From an optimization exercise on the open Yosys and OpenROAD flow, aimed at small area and a short achievable clock period; shortcuts taken in it are not production practice. In this exercise RTL edits were held to simulation tests only and were not proved equivalent to the original. Power is estimated from default activity; no workload was simulated.

==> flow/design.v <==
module wallace_16bit(A, B, LO, HNZ);
input [15:0] A, B;
output [15:0] LO;    
output HNZ;          
wire pp_10_11 = A[10] & B[11];
wire pp_10_12 = A[10] & B[12];
wire pp_10_13 = A[10] & B[13];
wire pp_11_10 = A[11] & B[10];
wire pp_11_11 = A[11] & B[11];
wire pp_11_12 = A[11] & B[12];
wire pp_12_10 = A[12] & B[10];
wire pp_12_11 = A[12] & B[11];
wire pp_13_10 = A[13] & B[10];
wire pp_13_9 = A[13] & B[9];
wire pp_14_8 = A[14] & B[8];
wire pp_14_9 = A[14] & B[9];
wire pp_6_15 = A[6] & B[15];
wire pp_7_14 = A[7] & B[14];
wire pp_7_15 = A[7] & B[15];
wire pp_8_13 = A[8] & B[13];
wire pp_8_14 = A[8] & B[14];
wire pp_9_12 = A[9] & B[12];
wire pp_9_13 = A[9] & B[13];
wire pp_9_14 = A[9] & B[14];
wire wc113;
wire wc126;
wire wc127;
wire wc47;
wire wc48;
wire wc60;
wire wc61;
wire wc62;
wire wc74;
wire wc75;
wire ws113;
wire ws126;
wire ws127;
wire ws47;
wire ws48;
wire ws60;
wire ws61;
wire ws62;
wire ws74;
wire ws75;
assign {wc48,ws48} = pp_7_15 + pp_8_14;
assign {wc47,ws47} = pp_6_15 + pp_7_14 + pp_8_13;
assign {wc113,ws113} = ws48 + wc47;
assign {wc62,ws62} = pp_9_14 + pp_10_13 + pp_11_12;
assign {wc61,ws61} = pp_9_13 + pp_10_12 + pp_11_11;
assign {wc75,ws75} = pp_12_11 + pp_13_10 + pp_14_9;
assign {wc127,ws127} = ws62 + wc61 + ws75;
assign {wc60,ws60} = pp_9_12 + pp_10_11 + pp_11_10;
assign {wc74,ws74} = pp_12_10 + pp_13_9 + pp_14_8;
assign {wc126,ws126} = ws61 + wc60 + ws74;
wire e_s, e_c;
assign {e_c, e_s} = wc113 + ws127 + wc126;
wire [17:0] bx = {2'b00, B};
wire [8:0] b_neg, b_one, b_two;
genvar gj;
generate for (gj = 0; gj < 9; gj = gj + 1) begin : g_dig
  wire x0 = (gj == 0) ? 1'b0 : bx[2*gj-1];
  wire x1 = bx[2*gj], x2 = bx[2*gj+1];
  assign b_neg[gj] = x2;
  assign b_one[gj] = x1 ^ x0;
  assign b_two[gj] = (x2 & ~x1 & ~x0) | (~x2 & x1 & x0);
end endgenerate
wire [16:0] ax = {A, 1'b0};    
wire [16:0] az = {1'b0, A};    
wire [16:0] r0 = ((az & {17{b_one[0]}}) | (ax & {17{b_two[0]}})) ^ {17{b_neg[0]}};
wire [16:0] r1 = ((az & {17{b_one[1]}}) | (ax & {17{b_two[1]}})) ^ {17{b_neg[1]}};
wire [16:0] r2 = ((az & {17{b_one[2]}}) | (ax & {17{b_two[2]}})) ^ {17{b_neg[2]}};
wire [16:0] r3 = ((az & {17{b_one[3]}}) | (ax & {17{b_two[3]}})) ^ {17{b_neg[3]}};
wire [16:0] r4 = ((az & {17{b_one[4]}}) | (ax & {17{b_two[4]}})) ^ {17{b_neg[4]}};
wire [16:0] r5 = ((az & {17{b_one[5]}}) | (ax & {17{b_two[5]}})) ^ {17{b_neg[5]}};
wire [16:0] r6 = ((az & {17{b_one[6]}}) | (ax & {17{b_two[6]}})) ^ {17{b_neg[6]}};
wire [16:0] r7 = ((az & {17{b_one[7]}}) | (ax & {17{b_two[7]}})) ^ {17{b_neg[7]}};
wire [16:0] r8 = ((az & {17{b_one[8]}}) | (ax & {17{b_two[8]}})) ^ {17{b_neg[8]}};
wire hs0, hc0;
assign hs0 = b_neg[5] ^ r0[10];
assign hc0 = b_neg[5] & r0[10];
wire hs1, hc1;
assign hs1 = r0[11] ^ r1[9];
assign hc1 = r0[11] & r1[9];
wire fs2, fc2;
assign fs2 = b_neg[6] ^ r0[12] ^ r1[10];
assign fc2 = (b_neg[6] & r0[12]) | (b_neg[6] & r1[10]) | (r0[12] & r1[10]);
wire hs3, hc3;
assign hs3 = r2[8] ^ r3[6];
assign hc3 = r2[8] & r3[6];
wire fs4, fc4;
assign fs4 = r0[13] ^ r1[11] ^ r2[9];
assign fc4 = (r0[13] & r1[11]) | (r0[13] & r2[9]) | (r1[11] & r2[9]);
wire hs5, hc5;
assign hs5 = r3[7] ^ r4[5];
assign hc5 = r3[7] & r4[5];
wire fs6, fc6;
assign fs6 = b_neg[7] ^ r0[14] ^ r1[12];
assign fc6 = (b_neg[7] & r0[14]) | (b_neg[7] & r1[12]) | (r0[14] & r1[12]);
wire fs7, fc7;
assign fs7 = r2[10] ^ r3[8] ^ r4[6];
assign fc7 = (r2[10] & r3[8]) | (r2[10] & r4[6]) | (r3[8] & r4[6]);
wire hs8, hc8;
assign hs8 = r5[4] ^ r6[2];
assign hc8 = r5[4] & r6[2];
wire fs9, fc9;
assign fs9 = r0[15] ^ r1[13] ^ r2[11];
assign fc9 = (r0[15] & r1[13]) | (r0[15] & r2[11]) | (r1[13] & r2[11]);
wire fs10, fc10;
assign fs10 = r3[9] ^ r4[7] ^ r5[5];
assign fc10 = (r3[9] & r4[7]) | (r3[9] & r5[5]) | (r4[7] & r5[5]);
wire hs11, hc11;
assign hs11 = r6[3] ^ r7[1];
assign hc11 = r6[3] & r7[1];
wire fs12, fc12;
assign fs12 = r0[16] ^ r1[14] ^ r2[12];
assign fc12 = (r0[16] & r1[14]) | (r0[16] & r2[12]) | (r1[14] & r2[12]);
wire fs13, fc13;
assign fs13 = r3[10] ^ r4[8] ^ r5[6];
assign fc13 = (r3[10] & r4[8]) | (r3[10] & r5[6]) | (r4[8] & r5[6]);
wire fs14, fc14;
assign fs14 = r6[4] ^ r7[2] ^ r8[0];
assign fc14 = (r6[4] & r7[2]) | (r6[4] & r8[0]) | (r7[2] & r8[0]);
wire fs15, fc15;
assign fs15 = ~b_neg[0] ^ r1[15] ^ r2[13];
assign fc15 = (~b_neg[0] & r1[15]) | (~b_neg[0] & r2[13]) | (r1[15] & r2[13]);
wire fs16, fc16;
assign fs16 = r3[11] ^ r4[9] ^ r5[7];
assign fc16 = (r3[11] & r4[9]) | (r3[11] & r5[7]) | (r4[9] & r5[7]);
wire fs17, fc17;
assign fs17 = r6[5] ^ r7[3] ^ r8[1];
assign fc17 = (r6[5] & r7[3]) | (r6[5] & r8[1]) | (r7[3] & r8[1]);
wire fs18, fc18;
assign fs18 = r1[16] ^ r2[14] ^ r3[12];
assign fc18 = (r1[16] & r2[14]) | (r1[16] & r3[12]) | (r2[14] & r3[12]);
wire fs19, fc19;
assign fs19 = r4[10] ^ r5[8] ^ r6[6];
assign fc19 = (r4[10] & r5[8]) | (r4[10] & r6[6]) | (r5[8] & r6[6]);
wire hs20, hc20;
assign hs20 = r7[4] ^ r8[2];
assign hc20 = r7[4] & r8[2];
wire fs21, fc21;
assign fs21 = ~b_neg[1] ^ r2[15] ^ r3[13];
assign fc21 = (~b_neg[1] & r2[15]) | (~b_neg[1] & r3[13]) | (r2[15] & r3[13]);
wire fs22, fc22;
assign fs22 = r4[11] ^ r5[9] ^ r6[7];
assign fc22 = (r4[11] & r5[9]) | (r4[11] & r6[7]) | (r5[9] & r6[7]);
wire hs23, hc23;
assign hs23 = r7[5] ^ r8[3];
assign hc23 = r7[5] & r8[3];
wire fs24, fc24;
assign fs24 = r2[16] ^ r3[14] ^ r4[12];
assign fc24 = (r2[16] & r3[14]) | (r2[16] & r4[12]) | (r3[14] & r4[12]);
wire fs25, fc25;
assign fs25 = r5[10] ^ r6[8] ^ r7[6];
assign fc25 = (r5[10] & r6[8]) | (r5[10] & r7[6]) | (r6[8] & r7[6]);
wire fs26, fc26;
assign fs26 = ~b_neg[2] ^ r3[15] ^ r4[13];
assign fc26 = (~b_neg[2] & r3[15]) | (~b_neg[2] & r4[13]) | (r3[15] & r4[13]);
wire hs27, hc27;
assign hs27 = r5[11] ^ r6[9];
assign hc27 = r5[11] & r6[9];
wire fs28, fc28;
assign fs28 = r3[16] ^ r4[14] ^ r5[12];
assign fc28 = (r3[16] & r4[14]) | (r3[16] & r5[12]) | (r4[14] & r5[12]);
wire fs29, fc29;
assign fs29 = ~b_neg[3] ^ r4[15] ^ r5[13];
assign fc29 = (~b_neg[3] & r4[15]) | (~b_neg[3] & r5[13]) | (r4[15] & r5[13]);
wire hs30, hc30;
assign hs30 = r6[11] ^ r7[9];
assign hc30 = r6[11] & r7[9];
wire hs31, hc31;
assign hs31 = r4[16] ^ r5[14];
assign hc31 = r4[16] & r5[14];
wire hs32, hc32;
assign hs32 = b_neg[3] ^ r0[6];
assign hc32 = b_neg[3] & r0[6];
wire hs33, hc33;
assign hs33 = r0[7] ^ r1[5];
assign hc33 = r0[7] & r1[5];
wire fs34, fc34;
assign fs34 = b_neg[4] ^ r0[8] ^ r1[6];
assign fc34 = (b_neg[4] & r0[8]) | (b_neg[4] & r1[6]) | (r0[8] & r1[6]);
wire hs35, hc35;
assign hs35 = r2[4] ^ r3[2];
assign hc35 = r2[4] & r3[2];
wire fs36, fc36;
assign fs36 = r0[9] ^ r1[7] ^ r2[5];
assign fc36 = (r0[9] & r1[7]) | (r0[9] & r2[5]) | (r1[7] & r2[5]);
wire hs37, hc37;
assign hs37 = r3[3] ^ r4[1];
assign hc37 = r3[3] & r4[1];
wire fs38, fc38;
assign fs38 = r1[8] ^ r2[6] ^ r3[4];
assign fc38 = (r1[8] & r2[6]) | (r1[8] & r3[4]) | (r2[6] & r3[4]);
wire fs39, fc39;
assign fs39 = r4[2] ^ r5[0] ^ hs0;
assign fc39 = (r4[2] & r5[0]) | (r4[2] & hs0) | (r5[0] & hs0);
wire fs40, fc40;
assign fs40 = r2[7] ^ r3[5] ^ r4[3];
assign fc40 = (r2[7] & r3[5]) | (r2[7] & r4[3]) | (r3[5] & r4[3]);
wire fs41, fc41;
assign fs41 = r5[1] ^ hc0 ^ hs1;
assign fc41 = (r5[1] & hc0) | (r5[1] & hs1) | (hc0 & hs1);
wire fs42, fc42;
assign fs42 = r4[4] ^ r5[2] ^ r6[0];
assign fc42 = (r4[4] & r5[2]) | (r4[4] & r6[0]) | (r5[2] & r6[0]);
wire fs43, fc43;
assign fs43 = hc1 ^ hs3 ^ fs2;
assign fc43 = (hc1 & hs3) | (hc1 & fs2) | (hs3 & fs2);
wire fs44, fc44;
assign fs44 = r5[3] ^ r6[1] ^ hc3;
assign fc44 = (r5[3] & r6[1]) | (r5[3] & hc3) | (r6[1] & hc3);
wire fs45, fc45;
assign fs45 = hs5 ^ fc2 ^ fs4;
assign fc45 = (hs5 & fc2) | (hs5 & fs4) | (fc2 & fs4);
wire fs46, fc46;
assign fs46 = r7[0] ^ hc5 ^ hs8;
assign fc46 = (r7[0] & hc5) | (r7[0] & hs8) | (hc5 & hs8);
wire fs47, fc47;
assign fs47 = fc4 ^ fs6 ^ fs7;
assign fc47 = (fc4 & fs6) | (fc4 & fs7) | (fs6 & fs7);
wire fs48, fc48;
assign fs48 = hc8 ^ hs11 ^ fc6;
assign fc48 = (hc8 & hs11) | (hc8 & fc6) | (hs11 & fc6);
wire fs49, fc49;
assign fs49 = fc7 ^ fs9 ^ fs10;
assign fc49 = (fc7 & fs9) | (fc7 & fs10) | (fs9 & fs10);
wire fs50, fc50;
assign fs50 = hc11 ^ fc9 ^ fc10;
assign fc50 = (hc11 & fc9) | (hc11 & fc10) | (fc9 & fc10);
wire fs51, fc51;
assign fs51 = fs12 ^ fs13 ^ fs14;
assign fc51 = (fs12 & fs13) | (fs12 & fs14) | (fs13 & fs14);
wire fs52, fc52;
assign fs52 = fc12 ^ fc13 ^ fc14;
assign fc52 = (fc12 & fc13) | (fc12 & fc14) | (fc13 & fc14);
wire fs53, fc53;
assign fs53 = fs15 ^ fs16 ^ fs17;
assign fc53 = (fs15 & fs16) | (fs15 & fs17) | (fs16 & fs17);
wire fs54, fc54;
assign fs54 = hs20 ^ fc15 ^ fc16;
assign fc54 = (hs20 & fc15) | (hs20 & fc16) | (fc15 & fc16);
wire fs55, fc55;
assign fs55 = fc17 ^ fs18 ^ fs19;
assign fc55 = (fc17 & fs18) | (fc17 & fs19) | (fs18 & fs19);
wire fs56, fc56;
assign fs56 = hc20 ^ hs23 ^ fc18;
assign fc56 = (hc20 & hs23) | (hc20 & fc18) | (hs23 & fc18);
wire fs57, fc57;
assign fs57 = fc19 ^ fs21 ^ fs22;
assign fc57 = (fc19 & fs21) | (fc19 & fs22) | (fs21 & fs22);
wire fs58, fc58;
assign fs58 = r8[4] ^ hc23 ^ fc21;
assign fc58 = (r8[4] & hc23) | (r8[4] & fc21) | (hc23 & fc21);
wire fs59, fc59;
assign fs59 = fc22 ^ fs24 ^ fs25;
assign fc59 = (fc22 & fs24) | (fc22 & fs25) | (fs24 & fs25);
wire fs60, fc60;
assign fs60 = r7[7] ^ r8[5] ^ hs27;
assign fc60 = (r7[7] & r8[5]) | (r7[7] & hs27) | (r8[5] & hs27);
wire fs61, fc61;
assign fs61 = fc24 ^ fc25 ^ fs26;
assign fc61 = (fc24 & fc25) | (fc24 & fs26) | (fc25 & fs26);
wire fs62, fc62;
assign fs62 = r6[10] ^ r7[8] ^ r8[6];
assign fc62 = (r6[10] & r7[8]) | (r6[10] & r8[6]) | (r7[8] & r8[6]);
wire fs63, fc63;
assign fs63 = hc27 ^ fc26 ^ fs28;
assign fc63 = (hc27 & fc26) | (hc27 & fs28) | (fc26 & fs28);
wire fs64, fc64;
assign fs64 = r8[7] ^ hs30 ^ fc28;
assign fc64 = (r8[7] & hs30) | (r8[7] & fc28) | (hs30 & fc28);
wire fs65, fc65;
assign fs65 = fs29 ^ e_c ^ ~e_s;
assign fc65 = (fs29 & e_c) | (fs29 & ~e_s) | (e_c & ~e_s);
wire fs66, fc66;
assign fs66 = r6[12] ^ r7[10] ^ r8[8];
assign fc66 = (r6[12] & r7[10]) | (r6[12] & r8[8]) | (r7[10] & r8[8]);
wire fs67, fc67;
assign fs67 = hc30 ^ hs31 ^ fc29;
assign fc67 = (hc30 & hs31) | (hc30 & fc29) | (hs31 & fc29);
wire fs68, fc68;
assign fs68 = ~b_neg[4] ^ r5[15] ^ r6[13];
assign fc68 = (~b_neg[4] & r5[15]) | (~b_neg[4] & r6[13]) | (r5[15] & r6[13]);
wire fs69, fc69;
assign fs69 = r7[11] ^ r8[9] ^ hc31;
assign fc69 = (r7[11] & r8[9]) | (r7[11] & hc31) | (r8[9] & hc31);
wire fs70, fc70;
assign fs70 = r5[16] ^ r6[14] ^ r7[12];
assign fc70 = (r5[16] & r6[14]) | (r5[16] & r7[12]) | (r6[14] & r7[12]);
wire hs71, hc71;
assign hs71 = ~b_neg[5] ^ r6[15];
assign hc71 = ~b_neg[5] & r6[15];
wire hs72, hc72;
assign hs72 = b_neg[2] ^ r0[4];
assign hc72 = b_neg[2] & r0[4];
wire hs73, hc73;
assign hs73 = r0[5] ^ r1[3];
assign hc73 = r0[5] & r1[3];
wire fs74, fc74;
assign fs74 = r1[4] ^ r2[2] ^ r3[0];
assign fc74 = (r1[4] & r2[2]) | (r1[4] & r3[0]) | (r2[2] & r3[0]);
wire fs75, fc75;
assign fs75 = r2[3] ^ r3[1] ^ hc32;
assign fc75 = (r2[3] & r3[1]) | (r2[3] & hc32) | (r3[1] & hc32);
wire fs76, fc76;
assign fs76 = r4[0] ^ hc33 ^ hs35;
assign fc76 = (r4[0] & hc33) | (r4[0] & hs35) | (hc33 & hs35);
wire fs77, fc77;
assign fs77 = hc35 ^ hs37 ^ fc34;
assign fc77 = (hc35 & hs37) | (hc35 & fc34) | (hs37 & fc34);
wire fs78, fc78;
assign fs78 = hc37 ^ fc36 ^ fs38;
assign fc78 = (hc37 & fc36) | (hc37 & fs38) | (fc36 & fs38);
wire fs79, fc79;
assign fs79 = fc38 ^ fs40 ^ fc39;
assign fc79 = (fc38 & fs40) | (fc38 & fc39) | (fs40 & fc39);
wire fs80, fc80;
assign fs80 = fc40 ^ fs42 ^ fc41;
assign fc80 = (fc40 & fs42) | (fc40 & fc41) | (fs42 & fc41);
wire fs81, fc81;
assign fs81 = fc42 ^ fs44 ^ fc43;
assign fc81 = (fc42 & fs44) | (fc42 & fc43) | (fs44 & fc43);
wire fs82, fc82;
assign fs82 = fc44 ^ fs46 ^ fc45;
assign fc82 = (fc44 & fs46) | (fc44 & fc45) | (fs46 & fc45);
wire fs83, fc83;
assign fs83 = fc46 ^ fc47 ^ fs48;
assign fc83 = (fc46 & fc47) | (fc46 & fs48) | (fc47 & fs48);
wire fs84, fc84;
assign fs84 = fc48 ^ fc49 ^ fs50;
assign fc84 = (fc48 & fc49) | (fc48 & fs50) | (fc49 & fs50);
wire fs85, fc85;
assign fs85 = fc50 ^ fc51 ^ fs52;
assign fc85 = (fc50 & fc51) | (fc50 & fs52) | (fc51 & fs52);
wire fs86, fc86;
assign fs86 = fc52 ^ fc53 ^ fs54;
assign fc86 = (fc52 & fc53) | (fc52 & fs54) | (fc53 & fs54);
wire fs87, fc87;
assign fs87 = fc54 ^ fc55 ^ fs56;
assign fc87 = (fc54 & fc55) | (fc54 & fs56) | (fc55 & fs56);
wire fs88, fc88;
assign fs88 = fc56 ^ fc57 ^ fs58;
assign fc88 = (fc56 & fc57) | (fc56 & fs58) | (fc57 & fs58);
wire fs89, fc89;
assign fs89 = fs60 ^ fc58 ^ fc59;
assign fc89 = (fs60 & fc58) | (fs60 & fc59) | (fc58 & fc59);
wire fs90, fc90;
assign fs90 = fs62 ^ fc60 ^ fc61;
assign fc90 = (fs62 & fc60) | (fs62 & fc61) | (fc60 & fc61);
wire fs91, fc91;
assign fs91 = fc62 ^ fc63 ^ fs64;
assign fc91 = (fc62 & fc63) | (fc62 & fs64) | (fc63 & fs64);
wire fs92, fc92;
assign fs92 = fs66 ^ fc64 ^ fs67;
assign fc92 = (fs66 & fc64) | (fs66 & fs67) | (fc64 & fs67);
wire fs93, fc93;
assign fs93 = fc66 ^ fs68 ^ fs69;
assign fc93 = (fc66 & fs68) | (fc66 & fs69) | (fs68 & fs69);
wire fs94, fc94;
assign fs94 = r8[10] ^ fc68 ^ fs70;
assign fc94 = (r8[10] & fc68) | (r8[10] & fs70) | (fc68 & fs70);
wire fs95, fc95;
assign fs95 = r7[13] ^ r8[11] ^ hs71;
assign fc95 = (r7[13] & r8[11]) | (r7[13] & hs71) | (r8[11] & hs71);
wire fs96, fc96;
assign fs96 = r6[16] ^ r7[14] ^ r8[12];
assign fc96 = (r6[16] & r7[14]) | (r6[16] & r8[12]) | (r7[14] & r8[12]);
wire hs97, hc97;
assign hs97 = ~b_neg[6] ^ r7[15];
assign hc97 = ~b_neg[6] & r7[15];
wire hs98, hc98;
assign hs98 = b_neg[1] ^ r0[2];
assign hc98 = b_neg[1] & r0[2];
wire hs99, hc99;
assign hs99 = r0[3] ^ r1[1];
assign hc99 = r0[3] & r1[1];
wire fs100, fc100;
assign fs100 = r1[2] ^ r2[0] ^ hs72;
assign fc100 = (r1[2] & r2[0]) | (r1[2] & hs72) | (r2[0] & hs72);
wire fs101, fc101;
assign fs101 = r2[1] ^ hc72 ^ hs73;
assign fc101 = (r2[1] & hc72) | (r2[1] & hs73) | (hc72 & hs73);
wire fs102, fc102;
assign fs102 = hc73 ^ hs32 ^ fs74;
assign fc102 = (hc73 & hs32) | (hc73 & fs74) | (hs32 & fs74);
wire fs103, fc103;
assign fs103 = hs33 ^ fc74 ^ fs75;
assign fc103 = (hs33 & fc74) | (hs33 & fs75) | (fc74 & fs75);
wire fs104, fc104;
assign fs104 = fs34 ^ fc75 ^ fs76;
assign fc104 = (fs34 & fc75) | (fs34 & fs76) | (fc75 & fs76);
wire fs105, fc105;
assign fs105 = fs36 ^ fc76 ^ fs77;
assign fc105 = (fs36 & fc76) | (fs36 & fs77) | (fc76 & fs77);
wire fs106, fc106;
assign fs106 = fs39 ^ fc77 ^ fs78;
assign fc106 = (fs39 & fc77) | (fs39 & fs78) | (fc77 & fs78);
wire fs107, fc107;
assign fs107 = fs41 ^ fc78 ^ fs79;
assign fc107 = (fs41 & fc78) | (fs41 & fs79) | (fc78 & fs79);
wire fs108, fc108;
assign fs108 = fs43 ^ fc79 ^ fs80;
assign fc108 = (fs43 & fc79) | (fs43 & fs80) | (fc79 & fs80);
wire fs109, fc109;
assign fs109 = fs45 ^ fc80 ^ fs81;
assign fc109 = (fs45 & fc80) | (fs45 & fs81) | (fc80 & fs81);
wire fs110, fc110;
assign fs110 = fs47 ^ fc81 ^ fs82;
assign fc110 = (fs47 & fc81) | (fs47 & fs82) | (fc81 & fs82);
wire fs111, fc111;
assign fs111 = fs49 ^ fc82 ^ fs83;
assign fc111 = (fs49 & fc82) | (fs49 & fs83) | (fc82 & fs83);
wire fs112, fc112;
assign fs112 = fs51 ^ fc83 ^ fs84;
assign fc112 = (fs51 & fc83) | (fs51 & fs84) | (fc83 & fs84);
wire fs113, fc113;
assign fs113 = fs53 ^ fc84 ^ fs85;
assign fc113 = (fs53 & fc84) | (fs53 & fs85) | (fc84 & fs85);
wire fs114, fc114;
assign fs114 = fs55 ^ fc85 ^ fs86;
assign fc114 = (fs55 & fc85) | (fs55 & fs86) | (fc85 & fs86);
wire fs115, fc115;
assign fs115 = fs57 ^ fc86 ^ fs87;
assign fc115 = (fs57 & fc86) | (fs57 & fs87) | (fc86 & fs87);
wire fs116, fc116;
assign fs116 = fs59 ^ fc87 ^ fs88;
assign fc116 = (fs59 & fc87) | (fs59 & fs88) | (fc87 & fs88);
wire fs117, fc117;
assign fs117 = fs61 ^ fc88 ^ fs89;
assign fc117 = (fs61 & fc88) | (fs61 & fs89) | (fc88 & fs89);
wire fs118, fc118;
assign fs118 = fs63 ^ fc89 ^ fs90;
assign fc118 = (fs63 & fc89) | (fs63 & fs90) | (fc89 & fs90);
wire fs119, fc119;
assign fs119 = fc90 ^ fs91 ^ fs65;
assign fc119 = (fc90 & fs91) | (fc90 & fs65) | (fs91 & fs65);
wire fs120, fc120;
assign fs120 = fc91 ^ fs92 ^ fc65;
assign fc120 = (fc91 & fs92) | (fc91 & fc65) | (fs92 & fc65);
wire fs121, fc121;
assign fs121 = fc67 ^ fs93 ^ fc92;
assign fc121 = (fc67 & fs93) | (fc67 & fc92) | (fs93 & fc92);
wire fs122, fc122;
assign fs122 = fc69 ^ fs94 ^ fc93;
assign fc122 = (fc69 & fs94) | (fc69 & fc93) | (fs94 & fc93);
wire fs123, fc123;
assign fs123 = fc70 ^ fs95 ^ fc94;
assign fc123 = (fc70 & fs95) | (fc70 & fc94) | (fs95 & fc94);
wire fs124, fc124;
assign fs124 = hc71 ^ fs96 ^ fc95;
assign fc124 = (hc71 & fs96) | (hc71 & fc95) | (fs96 & fc95);
wire fs125, fc125;
assign fs125 = r8[13] ^ hs97 ^ fc96;
assign fc125 = (r8[13] & hs97) | (r8[13] & fc96) | (hs97 & fc96);
wire fs126, fc126;
assign fs126 = r7[16] ^ r8[14] ^ hc97;
assign fc126 = (r7[16] & r8[14]) | (r7[16] & hc97) | (r8[14] & hc97);
wire hs127, hc127;
assign hs127 = ~b_neg[7] ^ r8[15];
assign hc127 = ~b_neg[7] & r8[15];
wire [31:0] X = {fc126, fc125, fc124, fc123, fc122, fc121, fc120, fc119, fc118, fc117, fc116, fc115, fc114, fc113, fc112, fc111, fc110, fc109, fc108, fc107, fc106, fc105, fc104, fc103, fc102, fc101, fc100, hc99, hc98, hs98, r0[1], b_neg[0]};
wire [31:0] Y = {hs127, fs126, fs125, fs124, fs123, fs122, fs121, fs120, fs119, fs118, fs117, fs116, fs115, fs114, fs113, fs112, fs111, fs110, fs109, fs108, fs107, fs106, fs105, fs104, fs103, fs102, fs101, fs100, hs99, r1[0], 1'b0, r0[0]};
wire cout;
assign {cout, LO} = X[15:0] + Y[15:0];
localparam [15:0] K = 16'hab2a;
wire [15:0] xh = X[31:16], yh = Y[31:16];
wire [15:0] t = xh ^ yh ^ K;    
wire [15:0] g = (K & xh & yh) | (~K & (xh | yh));   
wire loc = &(~(g[14:0] ^ t[15:1]));
assign HNZ = ~(loc & (cout == t[0]));
endmodule
`timescale 1ns / 1ps
module top(data_in,clk,interrupt,reset,data_out,
           pm_addr,pm_rdata,dm_en,dm_we,dm_addr,dm_wdata,dm_rdata);
input[15:0] data_in;
input clk,reset,interrupt;
output[15:0] data_out;
output [15:0] pm_addr;		 
input  [31:0] pm_rdata;		 
output dm_en,dm_we;		 
output [15:0] dm_addr,dm_wdata;	 
input  [15:0] dm_rdata;		 
reg         stall_pm;
reg  [31:0] ins_prv;
wire [31:0] ins = reset ? (stall_pm ? ins_prv : pm_rdata) : 32'd0;
wire [5:0]  op  = ins[31:26];
wire [4:0]  RA  = ins[20:16];
wire [4:0]  RB  = ins[15:11];
reg sq, sq1, sq2;
wire st_jump = ~op[5] & op[4] & op[3] & op[2] & ~sq1;
wire st_ld   = (op == 6'b010100) & ~sq2;
wire st_hlt  = (op == 6'b010001);
wire stall   = st_jump | st_ld | st_hlt;
always @(posedge clk) begin
  sq       <= st_jump;
  sq1      <= reset & sq;
  sq2      <= st_ld;
  stall_pm <= stall;
end
reg  [5:0]  op_dec;
reg  [15:0] imm;
reg         imm_sel;
reg         q1, q2, q3, q4, q5;
reg         mem_rw_ex, mem_en_ex, mem_mux_sel_dm;
reg  [4:0]  reg1, reg2, RW_dm;
reg  [4:0]  RA_q;
wire [4:0]  RB_q = imm[15:11];
wire d_jmp   = (op == 6'b011000);
wire d_condj = (op[5:2] == 4'b0111);
wire d_ld    = (op == 6'b010100);
wire d_st    = (op == 6'b010101);
wire d_imm   = (op[5:3] == 3'b001);
wire keep    = ~(d_jmp | d_condj | q1);
wire [4:0] RWm = ins[25:21] & {5{keep}};
wire [4:0] RAm = RA & {5{keep}};
wire [4:0] RBm = RB & {5{keep}};
wire [4:0] reg2_n = reset ? reg1 : 5'd0;
wire [4:0] RW_n   = reset ? reg2 : RW_dm;
wire [4:0] reg4_n = reset ? RW_dm : 5'd0;
wire a_ex = (reg2_n == RAm);
wire a_dm = ~a_ex & (RW_n == RAm);
wire a_wb = ~a_ex & ~a_dm & (reg4_n == RAm);
wire b_ex = (reg2_n == RBm);
wire b_dm = ~b_ex & (RW_n == RBm);
wire b_wb = ~b_ex & ~b_dm & (reg4_n == RBm);
wire q5_n = reset & q5;	 
wire a_bk = ~a_ex & ~a_dm & ~a_wb;
wire b_bk = ~b_ex & ~b_dm & ~b_wb;
wire a_by = (RA == RW_dm);
wire b_by = (RB == RW_dm);
reg sA_ex, sA_exo, sA_rd, sA_wb, sA_bk;
reg sB_ex, sB_exo, sB_rd, sB_wb, sB_bk;
always @(posedge clk) begin
  q1      <= d_ld & ~q1;
  op_dec  <= op;
  imm     <= ins[15:0];
  imm_sel <= d_imm;
  q2      <= ins[26];
  q3      <= d_ld & ~q3;
  q4      <= d_st;
  reg1    <= RWm;
  RA_q    <= RA;
  mem_rw_ex      <= reset & q2;
  mem_en_ex      <= reset & (q3 | q4);
  q5             <= reset & ~q2 & (q3 | q4);
  mem_mux_sel_dm <= reset & q5;
  reg2    <= reg2_n;
  RW_dm   <= RW_n;
  sA_ex  <= a_ex;
  sA_exo <= a_dm & ~q5_n;
  sA_rd  <= a_dm & q5_n;
  sA_wb  <= a_wb | (a_bk & a_by);
  sA_bk  <= a_bk & ~a_by;
  sB_ex  <= ~d_imm & b_ex;
  sB_exo <= ~d_imm & b_dm & ~q5_n;
  sB_rd  <= ~d_imm & b_dm & q5_n;
  sB_wb  <= ~d_imm & (b_wb | (b_bk & b_by));
  sB_bk  <= ~d_imm & b_bk & ~b_by;
end
reg  [15:0] ans_ex, Ex_out, ans_wb;
wire [15:0] ans_dm = mem_mux_sel_dm ? dm_rdata : Ex_out;
reg  [15:0] rf [1:31];
wire [15:0] rf_wd = ans_dm & {16{reset}};
integer k;
always @(posedge clk) begin
  for (k = 1; k < 32; k = k + 1)
    if (!reset || RW_dm == k) rf[k] <= rf_wd;
end
function [15:0] rf_rd(input [4:0] a);
  integer i;
  begin
    rf_rd = (a == 5'd0) ? 16'd8 : 16'd0;
    for (i = 1; i < 32; i = i + 1)
      rf_rd = rf_rd | (rf[i] & {16{a == i}});
  end
endfunction
wire [15:0] AR = rf_rd(RA_q);
wire [15:0] BR = rf_rd(RB_q);
wire [15:0] A_e = ({16{sA_ex}} & ans_ex) | ({16{sA_exo}} & Ex_out) |
                  ({16{sA_wb}} & ans_wb) | ({16{sA_bk}} & AR);
wire [15:0] B_e = ({16{sB_ex}} & ans_ex) | ({16{sB_exo}} & Ex_out) |
                  ({16{sB_wb}} & ans_wb) | ({16{sB_bk}} & BR) | ({16{imm_sel}} & imm);
wire [15:0] A = sA_rd ? dm_rdata : A_e;
wire [15:0] B = sB_rd ? dm_rdata : B_e;
wire        sub = op_dec[0];
wire [15:0] Bx  = B ^ {16{sub}};
wire [15:0] sum = A + Bx + {15'd0, sub};
wire        b3_15 = sub ? (~B[15] ^ (B[14:0] == 15'd0)) : B[15];
wire        ovf_add = (A[15] == b3_15) & (sum[15] != A[15]);
wire        sh_l   = (op_dec == 6'b011001);
wire        sh_a   = (op_dec == 6'b011011);
wire        sh_big = (B[15:4] != 12'd0);
wire [3:0]  shn    = B[3:0];
function [15:0] rev16(input [15:0] x);
  integer i;
  for (i = 0; i < 16; i = i + 1) rev16[i] = x[15-i];
endfunction
wire [15:0] sh_in  = sh_l ? rev16(A) : A;
wire        sh_f   = sh_a & A[15];
wire [15:0] st1    = shn[0] ? {sh_f, sh_in[15:1]} : sh_in;
wire [15:0] st2    = shn[1] ? {{2{sh_f}}, st1[15:2]} : st1;
wire [15:0] st3    = shn[2] ? {{4{sh_f}}, st2[15:4]} : st2;
wire [15:0] st4    = shn[3] ? {{8{sh_f}}, st3[15:8]} : st3;
wire [15:0] sh_r   = st4 & {16{~(sh_big & ~sh_a)}};	 
wire [15:0] sh_out = sh_l ? rev16(sh_r) : sh_r;
wire [15:0] mul_lo;
wire        mul_hnz;
wallace_16bit w1(A, B, mul_lo, mul_hnz);
reg [15:0] ans_nm;	 
always @(*) begin
  case (op_dec)
    6'b000000, 6'b000001, 6'b001000, 6'b001001: ans_nm = sum;
    6'b000010, 6'b001010: ans_nm = B;
    6'b000100, 6'b001100: ans_nm = A & B;
    6'b000101, 6'b001101: ans_nm = A | B;
    6'b000110, 6'b001110: ans_nm = A ^ B;
    6'b000111, 6'b001111: ans_nm = ~B;
    6'b010100, 6'b010101: ans_nm = A;
    6'b010110: ans_nm = data_in;
    6'b011001, 6'b011010, 6'b011011: ans_nm = sh_out;
    default:   ans_nm = ans_ex;
  endcase
end
wire        mulop   = (op_dec == 6'b111111);
wire [15:0] ans_tmp = mulop ? mul_lo : ans_nm;
wire [16:0] tza, tzb;	 
assign tza[0] = 1'b1;
assign tzb[0] = 1'b1;
genvar gi;
generate for (gi = 1; gi <= 16; gi = gi + 1) begin : g_tz
  assign tza[gi] = tza[gi-1] & ~A[gi-1];
  assign tzb[gi] = tzb[gi-1] & ~B[gi-1];
end endgenerate
wire [16:0] tzab;
generate for (gi = 0; gi <= 16; gi = gi + 1) begin : g_tzab
  assign tzab[gi] = tza[gi] & tzb[16-gi];
end endgenerate
wire zero = mulop ? (|tzab) : (ans_nm == 16'd0);
wire addsub = (op_dec[5:4] == 2'b00) & (op_dec[2:1] == 2'b00);
wire ovf = addsub ? ovf_add : mulop ? mul_hnz : 1'b0;
wire [1:0] flag_ex = {zero, ovf};
reg [15:0] DM_data, data_out;
always @(posedge clk) begin
  ans_ex   <= reset ? ans_tmp : 16'd0;
  data_out <= reset ? ((op_dec == 6'b010111) ? A : data_out) : 16'd0;
  DM_data  <= B;	 
  Ex_out   <= reset ? ans_ex : 16'd0;
  ans_wb   <= reset ? ans_dm : 16'd0;
end
reg         jsel;
reg  [15:0] cat;		 
reg  [15:0] hold_address;
reg         run;		 
wire j_v   = (op == 6'b011100);
wire j_nv  = (op == 6'b011101);
wire j_z   = (op == 6'b011110);
wire j_nz  = (op == 6'b011111);
wire j_mp  = (op == 6'b011000);
wire j_ret = (op == 6'b010000);
wire j_unc = j_mp | j_ret | jsel;
wire taken = j_unc | (j_v & flag_ex[0]) | (j_nv & ~flag_ex[0]) |
             (j_z & flag_ex[1]) | (j_nz & ~flag_ex[1]);
wire [15:0] jmp_loc = j_ret ? cat_eff : (jsel ? 16'hf000 : ins[15:0]);
wire [15:0] next_address = run ? hold_address + 16'd1 : 16'd0;
wire [15:0] CAJ     = stall ? hold_address : next_address;
wire [15:0] cat_eff = jsel ? next_address : cat;
assign pm_addr = taken ? (jmp_loc & {16{reset}}) : (CAJ & {16{reset}});
always @(posedge clk) begin
  jsel         <= reset & interrupt;
  cat          <= reset ? cat_eff : 16'd0;
  hold_address <= pm_addr;
  run          <= reset;
  ins_prv      <= ins;
end
assign dm_en    = mem_en_ex;
assign dm_we    = mem_rw_ex;
assign dm_addr  = ans_ex;
assign dm_wdata = DM_data;
endmodule
==> flow/flow/run.sh <==
#!/bin/bash
# Own layout flow: the standard ORFS flow, with
#  * the standard synthesis, except that the final ABC mapping uses
#    flow/abc_map.script (area-recovering mapping) instead of ORFS's speed
#    script; registers are mapped before ABC, so they are the standard ones;
#  * port buffers of the smallest buffer cell (repair sizes the critical ones);
#  * a higher core utilization;
#  * a clock tree of mid-size buffers without dummy loads;
#  * a setup-repair margin, so that repair_timing works below the clock period,
#    on the worst 5% of the endpoints.
# make's output is in make_standard.log, each step's log in orfs/logs/.
set -euo pipefail
cd "$(dirname "$0")/.."
W=$(pwd)
{
  cat <<'EOT'
# Use the flow's own ABC script for the technology mapping.
proc abc {args} {
  set i [lsearch -exact $args -script]
  if {$i >= 0} { lset args [expr {$i + 1}] $::env(OWN_ABC_SCRIPT) }
  yosys abc {*}$args
}
EOT
  cat synth_recipe.tcl
} > own_synth.tcl
export OWN_ABC_SCRIPT=$W/flow/abc_map.script
bash standard.sh \
  "SYNTH_SCRIPT=$W/own_synth.tcl" \
  "BUFFER_PORTS_ARGS=-buffer_cell sky130_fd_sc_hd__buf_1" \
  "CTS_ARGS=-sink_clustering_enable -repair_clock_nets -buf_list sky130_fd_sc_hd__clkbuf_8 -sink_clustering_size 12 -sink_clustering_max_diameter 60 -dont_use_dummy_load" \
  "SETUP_SLACK_MARGIN=12" \
  "TNS_END_PERCENT=5" \
  "CORE_UTILIZATION=55" \
  finish > make_standard.log 2>&1
==> flow/flow/abc_map.script <==
&get -n
&st
&dch -f
&nf -R 1000
&st
&dch -f
&nf -R 1000
&put
==> flow/standard.sh <==
#!/bin/bash
# synth_recipe.tcl (not shown) runs the flow's synth.tcl, then flattens the netlist and writes it again
# the make line also repeats each setting of config.mk as NAME=value (left out here)
make -C /OpenROAD-flow-scripts/flow DESIGN_CONFIG=/design/flow/config.mk WORK_HOME=/design/flow/orfs CLKGATE_MAP_FILE= SYNTH_SCRIPT=/design/flow/synth_recipe.tcl "${@:-finish}"
==> flow/config.mk <==
export PLATFORM = sky130hd
export DESIGN_NAME = top
export DESIGN_NICKNAME = top
export VERILOG_FILES = /design/flow/design.v
export SDC_FILE = /design/flow/constraint.sdc
export NUM_CORES = 4
export LEC_CHECK = 0
export CAP_MARGIN = 20
export CORE_MARGIN = 2
export CORE_UTILIZATION = 40
export SLEW_MARGIN = 20
==> flow/constraint.sdc <==
create_clock -name core_clock -period 25.0 [get_ports {clk}]
set_input_delay 5.0000 -clock core_clock [delete_from_list [all_inputs] [get_ports {clk}]]
set_output_delay 5.0000 -clock core_clock [all_outputs]
set_load 0.01 [all_outputs]
==> flow_summary.json, run 1 <==
{
  "status": "no timing/DRC/antenna violations",
  "ys.flop_type": "edfxtp_1",
  "p_per_area_nw_per_um2": 115.8,
  "netlist_top_cells_count": "496 x edfxtp_1, 285 x nor2_1, 227 x a22oi_1",
  "slew-limit-headroom_pct": 22.29,
  "total_power_mw": 5.071,
  "critPathKind": "input pin to output pin",
  "grt_max_degree": 76,
  "die_area_um2": 69960,
  "cts_tree": "done",
  "fin_setup_tns_ns": 0,
  "fillers": 5221,
  "final_nets": 4109,
  "p_leak_nw": 15.73,
  "hp-class": "register to register",
  "grt_overflow": 0,
  "yosysMostFrequentCell": "edfxtp_1",
  "end_kind": "output pin",
  "clkSinkCount": 679,
  "finalHoldViolCount": 0,
  "synth_edf_count": 496,
  "ys_seq_elements": 679,
  "syn_to_final_growth_pct": 17.29,
  "drt-initial-drc-count": 8161,
  "via_per_inst": 7.740,
  "tightest_slew_ns": 1.161,
  "antenna_left": 0,
  "yosysSeqAreaShare_pct": 49.72,
  "clock_path_buffers": 3,
  "cts_root_buf": "clkbuf_8",
  "fmax_mhz": 61.73,
  "period_needed_ns": 16.20,
  "post-route-period-util_pct": 64.80,
  "routed_wl_um": 170700,
  "fin_skew_ns": 0.1360,
  "start_kind": "input pin",
  "slowest_delay_ns": 0.55,
  "grt_antenna_before_repair": 9,
  "worstPathRequired_ns": 20.00,
  "rows": 95,
  "syn_area_um2": 37320,
  "crit_fanout": 16,
  "yosys.cell_types.count": 56,
  "syn_nets": 3626,
  "clk_pin_slew_ns": 0.08,
  "arrival_ns": 11.20,
  "grt_use_total_pct": 47.38,
  "grt_pass1_wl_um": 238200,
  "drive_gt1_share_pct": 14.26,
  "max_cap_viol_count": 0,
  "port_buffers": 132,
  "io-pin-count": 133,
  "vdd_drop_max_mv": 0.2127,
  "drcViolationCount": 0,
  "hpwl_um": 101900,
  "critPathMostFrequentCell": "fa_1",
  "dieWidth_um": 264.5,
  "h-tree-depth": 3,
  "wl_per_cell_um": 36.26,
  "via_count": 36434,
  "first_pass_iters": 13,
  "fp.dieH_um": 264.5,
  "slew_violations": 0,
  "grt_pass1_vias": 34547,
  "postSynthCellCount": 3347,
  "yosys.area.top_type": "edfxtp_1",
  "synth_area_per_cell_um2": 11.15,
  "synth_top_cell_area_share_pct": 39.91,
  "ys_warn_count": 2,
  "start_util_pct": 55.58,
  "cts.hold.buffers_added": 0,
  "gp_congestion": 1.023,
  "core_um2": 67160,
  "finalSetupViolCount": 0,
  "ys_top_cells_by_area": "edfxtp_1 40%, dfxtp_1 9.8%, fa_1 5.8%",
  "numCtsBuffers": 74,
  "clkLatencyLatePin_ns": 0.74,
  "synth-async-reset-ratio_pct": 0,
  "rsz0062_at_grt": "yes",
  "cp_slowest_cell": "fa_1"
}
-- registers in the layout, indices dropped and copies added, names as in the netlist, 15 cells and up --
name          count
rf              496
DM_data          16
Ex_out           16
ans_ex           16
ans_wb           16
cat              16
data_out         16
hold_address     16
imm              15
-- stage by stage --
step                instances  hold slack, ns  worst slack [ns]  cell area (um^2)  util (%)
floorplan                3347          0.3785             8.799             37560         -
global placement         4510          0.3869             7.263             40920     60.92
detailed placement       4510          0.3915             7.032             40920     60.92
CTS                      4679          0.4020             8.913             43280     64.44
global route             4703          0.4172             8.584             43770     65.17
finish                   4707          0.4003             8.799             43780     65.18
-- final timing paths --
path,from,slack (ns),cells after the start,end
max reg2reg,imm[12],15.23,38,hold_address[12]
min,sq2,0.40,1,sq2
min reg2reg,sq2,0.40,1,sq2
max,dm_rdata[11],8.80,30,pm_addr[9]
-- kinds of logic (layout without fill, tap and decap cells) --
| kind of cell | Yosys count | after routing | share of synthesized area [%] |
|---|---|---|---|
| AO/OA/AOI/OAI | 1176 | 1177 | 22.27 |
| AND/OR/NAND/NOR | 850 | 853 | 10.69 |
| flip-flops | 679 | 679 | 49.72 |
| adder cells (fa/ha/maj) | 212 | 212 | 9.299 |
| XOR/XNOR | 203 | 203 | 4.764 |
| buffers and inverters | 169 | 646 | 1.700 |
| multiplexers | 58 | 58 | 1.559 |
| other | 0 | 6 | 0 |
-- worst max-delay path, delay by kind of cell --
family                     cells  cell delay, ns
and+or+nand+nor                8            1.42
buffers and inverters          8            0.98
xor gates and xnor gates       2            0.31
AOI/OAI and AO/OA              7            1.27
adders and majority gates      5            2.21
-- cell type report --
| type | count | area (um^2) | area share, % |
|---|---|---|---|
| sequential | 679 | 18560 | 42.40 |
| antenna | 6 | 15.01 | 0.03430 |
| multi-input combinational | 2503 | 19420 | 44.35 |
| timing repair inverter | 2 | 20.02 | 0.04573 |
| inverter | 169 | 754.5 | 1.723 |
| clock buffer | 74 | 1018 | 2.327 |
| timing repair buffer | 401 | 2900 | 6.625 |
| tap | 873 | 1092 | 2.495 |
-- where the power goes --
group / switching (mW) / internal [mW]
registers: 0.0846 / 1.30
logic: 1.83 / 1.21
clock network: 0.383 / 0.263
-- cells in the final DEF, fill, tap and decap left out, types with 23 or more instances in the layout --
cell and instances:
xor2_1 25, nand4_1 85, a22oi_1 227, nand3_1 49, and2_0 37, clkinv_1 147, a222oi_1 106, xnor2_1 174
edfxtp_1 496, fa_1 104, buf_1 114, a22o_1 63, ha_1 98, nand2b_1 23, nor2_1 269, nand2_1 211
mux2i_1 54, o21ai_0 174, clkbuf_8 74, buf_4 236, o22ai_1 103, a21oi_1 175, o22ai_2 24, and3_1 44
dfxtp_1 182, nor2b_1 25, a221oi_1 90
-- layer usage --
| layer | global-route usage, % | wire length [um] |
|---|---|---|
| met5 | 0.8316 | 84 |
| met4 | 26.84 | 13230 |
| met3 | 21.00 | 31770 |
| met2 | 65.53 | 67750 |
| met1 | 61.65 | 57850 |
-- what timing repair did --
item / CTS / global route
setup endpoints to repair: 16 / 16
pin swaps: 39 / 51
buffers inserted: 86 / 20
resized for setup: 118 / 68
gates cloned: 9 / 2
==> run 2: changes to the inputs <==
--- a/flow/flow/run.sh
+++ b/flow/flow/run.sh
@@ -30,5 +30,5 @@
   "CTS_ARGS=-sink_clustering_enable -repair_clock_nets -buf_list sky130_fd_sc_hd__clkbuf_8 -sink_clustering_size 12 -sink_clustering_max_diameter 60 -dont_use_dummy_load" \
   "SETUP_SLACK_MARGIN=12" \
   "TNS_END_PERCENT=5" \
-  "CORE_UTILIZATION=55" \
+  "CORE_UTILIZATION=50" \
   finish > make_standard.log 2>&1
==> flow/flow/abc_map.script (replaced) <==
&get -n
&st
&dc2
&dch -f
&nf -R 1000
&st
&dch -f
&nf -R 1000
&put
==> run 2 against run 1 <==
Still clean on timing, DRC and antenna; sequential share of layout area is 1.3 points lower; die area increased by 9.6%; clock power grew 2%; sequential cell count is the same; utilization decreased by 4.2 points; critical endpoint is now pm_addr[14]; largest power group unchanged.
==> flow_summary.json, run 2 <==
{
  "status": "no timing/DRC/antenna violations",
  "clock_path_buffers": 3,
  "first_pass_iters": 13,
  "drt-initial-drc-count": 7986,
  "die_area_um2": 76690,
  "drive_gt1_share_pct": 18.38,
  "gp_congestion": 1.008,
  "ys_warn_count": 2,
  "drcViolationCount": 0,
  "p_leak_nw": 15.97,
  "grt_antenna_before_repair": 16,
  "ff_latch_area_um2": 18560,
  "slowest_delay_ns": 0.62,
  "rows": 100,
  "post-route-period-util_pct": 64.29,
  "synth_edf_count": 496,
  "period_needed_ns": 16.07,
  "worstPathRequired_ns": 20.00,
  "ys_top_cells_by_area": "edfxtp_1 40%, dfxtp_1 9.8%, fa_1 5.9%",
  "regMostFlops": "rf",
  "grt_pass1_wl_um": 248800,
  "worstHoldPathCells": 1,
  "hpwl_um": 103000,
  "port_buffers": 132,
  "yosysSeqAreaShare_pct": 49.82,
  "finalSetupViolCount": 0,
  "vdd_drop_max_mv": 0.2050,
  "fmax_mhz": 62.22,
  "p_per_area_nw_per_um2": 126.3,
  "dieWidth_um": 276.9,
  "stdcell_count": 4840,
  "routed_wl_um": 181300,
  "ys.flop_type": "edfxtp_1",
  "grt_max_degree": 62,
  "critPathKind": "input pin to output pin",
  "via_count": 36840,
  "final_area_um2": 45150,
  "ys_seq_elements": 679,
  "yosysMostFrequentCell": "edfxtp_1",
  "h-tree-depth": 3,
  "final_nets": 4143,
  "dpl_cell_area_um2": 41170,
  "core_um2": 74070,
  "end_kind": "output pin",
  "yosys.cell_types.count": 60,
  "final_cell_mix": "496 x edfxtp_1, 296 x nor2_1, 265 x buf_4",
  "fillers": 6007,
  "hp-class": "register to register",
  "arrival_ns": 11.07,
  "crit_fanout": 8,
  "postSynthCellCount": 3332,
  "slew_violations": 0,
  "grt_overflow": 0,
  "clkSinkCount": 679,
  "max_cap_viol_count": 0,
  "synth_area_per_cell_um2": 11.18,
  "cts.hold.buffers_added": 0,
  "syn_nets": 3611,
  "slew-limit-headroom_pct": 27.51,
  "clkLatencyLatePin_ns": 0.72,
  "syn_area_um2": 37250,
  "synth-async-reset-ratio_pct": 0,
  "wl_per_cell_um": 37.46,
  "largest_reg_flops": 496,
  "netlist_top_cells_count": "496 x edfxtp_1, 308 x nor2_1, 210 x a22oi_1",
  "reg2regPathDepth": 39,
  "start_kind": "input pin",
  "via_per_inst": 7.612,
  "fp.dieH_um": 276.9,
  "clk_pin_slew_ns": 0.08,
  "dpl.cell_count": 4601,
  "numCtsBuffers": 75,
  "io-pin-count": 133,
  "yosys.area.top_type": "edfxtp_1",
  "final_common_cell": "edfxtp_1",
  "cts_tree": "done",
  "grt_use_total_pct": 45.41,
  "fin_skew_ns": 0.1148,
  "fin_setup_tns_ns": 0,
  "antenna_left": 0,
  "critPathMostFrequentCell": "a21oi_2",
  "syn_to_final_growth_pct": 21.21,
  "synth_top_cell_area_share_pct": 39.99,
  "cts_root_buf": "clkbuf_8",
  "grt_pass1_vias": 34731,
  "cp_slowest_cell": "fa_1",
  "start_util_pct": 50.29,
  "multi_input_comb_area_um2": 20070,
  "finalHoldViolCount": 0,
  "tightest_slew_ns": 1.077,
  "rsz0062_at_grt": "yes"
}
run 2: final cells by class:
class / count / share of cell area, %
Multi-Input combinational cell: 2483 / 44.45
Sequential cell: 679 / 41.11
Timing Repair Buffer: 448 / 7.561
Tap cell: 969 / 2.686
Clock buffer: 75 / 2.286
Inverter: 175 / 1.782
Timing Repair inverter: 2 / 0.07206
Antenna cell: 9 / 0.04989
run 2: critical path: cells and delay by family:
kind / cells / cell delay, ns
and+or+nand+nor: 6 / 1.02
xor gates and xnor gates: 2 / 0.33
adders and majority gates: 3 / 1.40
buffers and inverters: 7 / 1.07
AOI/OAI and AO/OA: 13 / 2.24
run 2: where the power goes:
group | total [mW] | switching, mW | internal [mW] | leakage, nW
combinational | 3.67 | 2.06 | 1.61 | 8.81
sequential | 1.38 | 0.0740 | 1.30 | 6.63
clock | 0.660 | 0.393 | 0.266 | 0.539
run 2: per-layer routing:
layer	share of wire (%)	vias up	global-route usage [%]
li1	-	14439	-
met1	35	17638	58.71
met5	0.16	-	1.563
met2	40	3767	62.35
met4	7.3	26	24.82
met3	19	970	21.53
run 2: worst paths after layout:
kind                     from                to  slack, ns
setup / recovery  dm_rdata[4]       pm_addr[14]       8.93
hold / removal            sq2               sq2       0.40
setup reg to reg      imm[11]  hold_address[14]      15.74
hold reg to reg           sq2               sq2       0.40
run 2: through the flow:
step           worst slack, ns  total power [mW]  hold slack [ns]  utilization [%]
6_report                 8.927             5.704           0.4049            60.95
5_1_grt                  8.700             5.998           0.4266            60.93
4_1_cts                  8.975             5.383           0.4025            59.82
3_5_place_dp             7.321             4.062           0.3906            55.58
3_3_place_gp             7.501             4.008           0.3867            55.58
2_1_floorplan            9.102             3.210           0.3796                -
run 2: cells by family (layout without fill, tap and decap cells):
group,count (synthesis),count (layout),synth area share (%)
DFF,679,679,49.82
and+or+nand+nor,848,852,10.65
other,0,9,0
muxes,41,41,1.112
adders and majority gates,212,212,9.318
buffers and inverters,175,700,1.764
xor gates and xnor gates,195,195,4.585
AOI/OAI and AO/OA,1182,1183,22.75
run 2: repair_timing:
item,CTS,global route
resized for setup,231,75
gates cloned,12,5
setup endpoints to repair,16,16
pin swaps,116,65
buffers inserted,97,39

## afterwards: timing with drivers on the ports
No port has a modelled driver above. Below, the same layouts with a new extraction and two added sets of constraints.
Step 1, drivers: a clkbuf_16 drives clk and a buf_2 each remaining input, both assumed.
Step 2 moves the port delays by t, midway between the first and last clock arrival at a register: inputs arrive t later, outputs are due t later. That takes back most of the time a late clock gives input paths.
Slacks: no drivers / after step 1 / after step 2; pairs: no drivers / after step 1.
run | shift t [ns] | slack for setup (ns) | clock arrival spread, ns | slew at the worst register clock pin (ns) | worst data-port slew with drivers (ns)
run 1 | 0.740 | 8.799 / 8.686 / 8.686 | 0.139 / 0.140 | 0.09 / 0.09 | 0.17
run 2 | 0.731 | 8.927 / 8.842 / 8.842 | 0.118 / 0.118 | 0.09 / 0.09 | 0.17
After both steps every run listed still meets setup and hold. The setup slack of run 1, which loses most, moves by -0.113 ns with the drivers and by -0.113 ns with both steps.
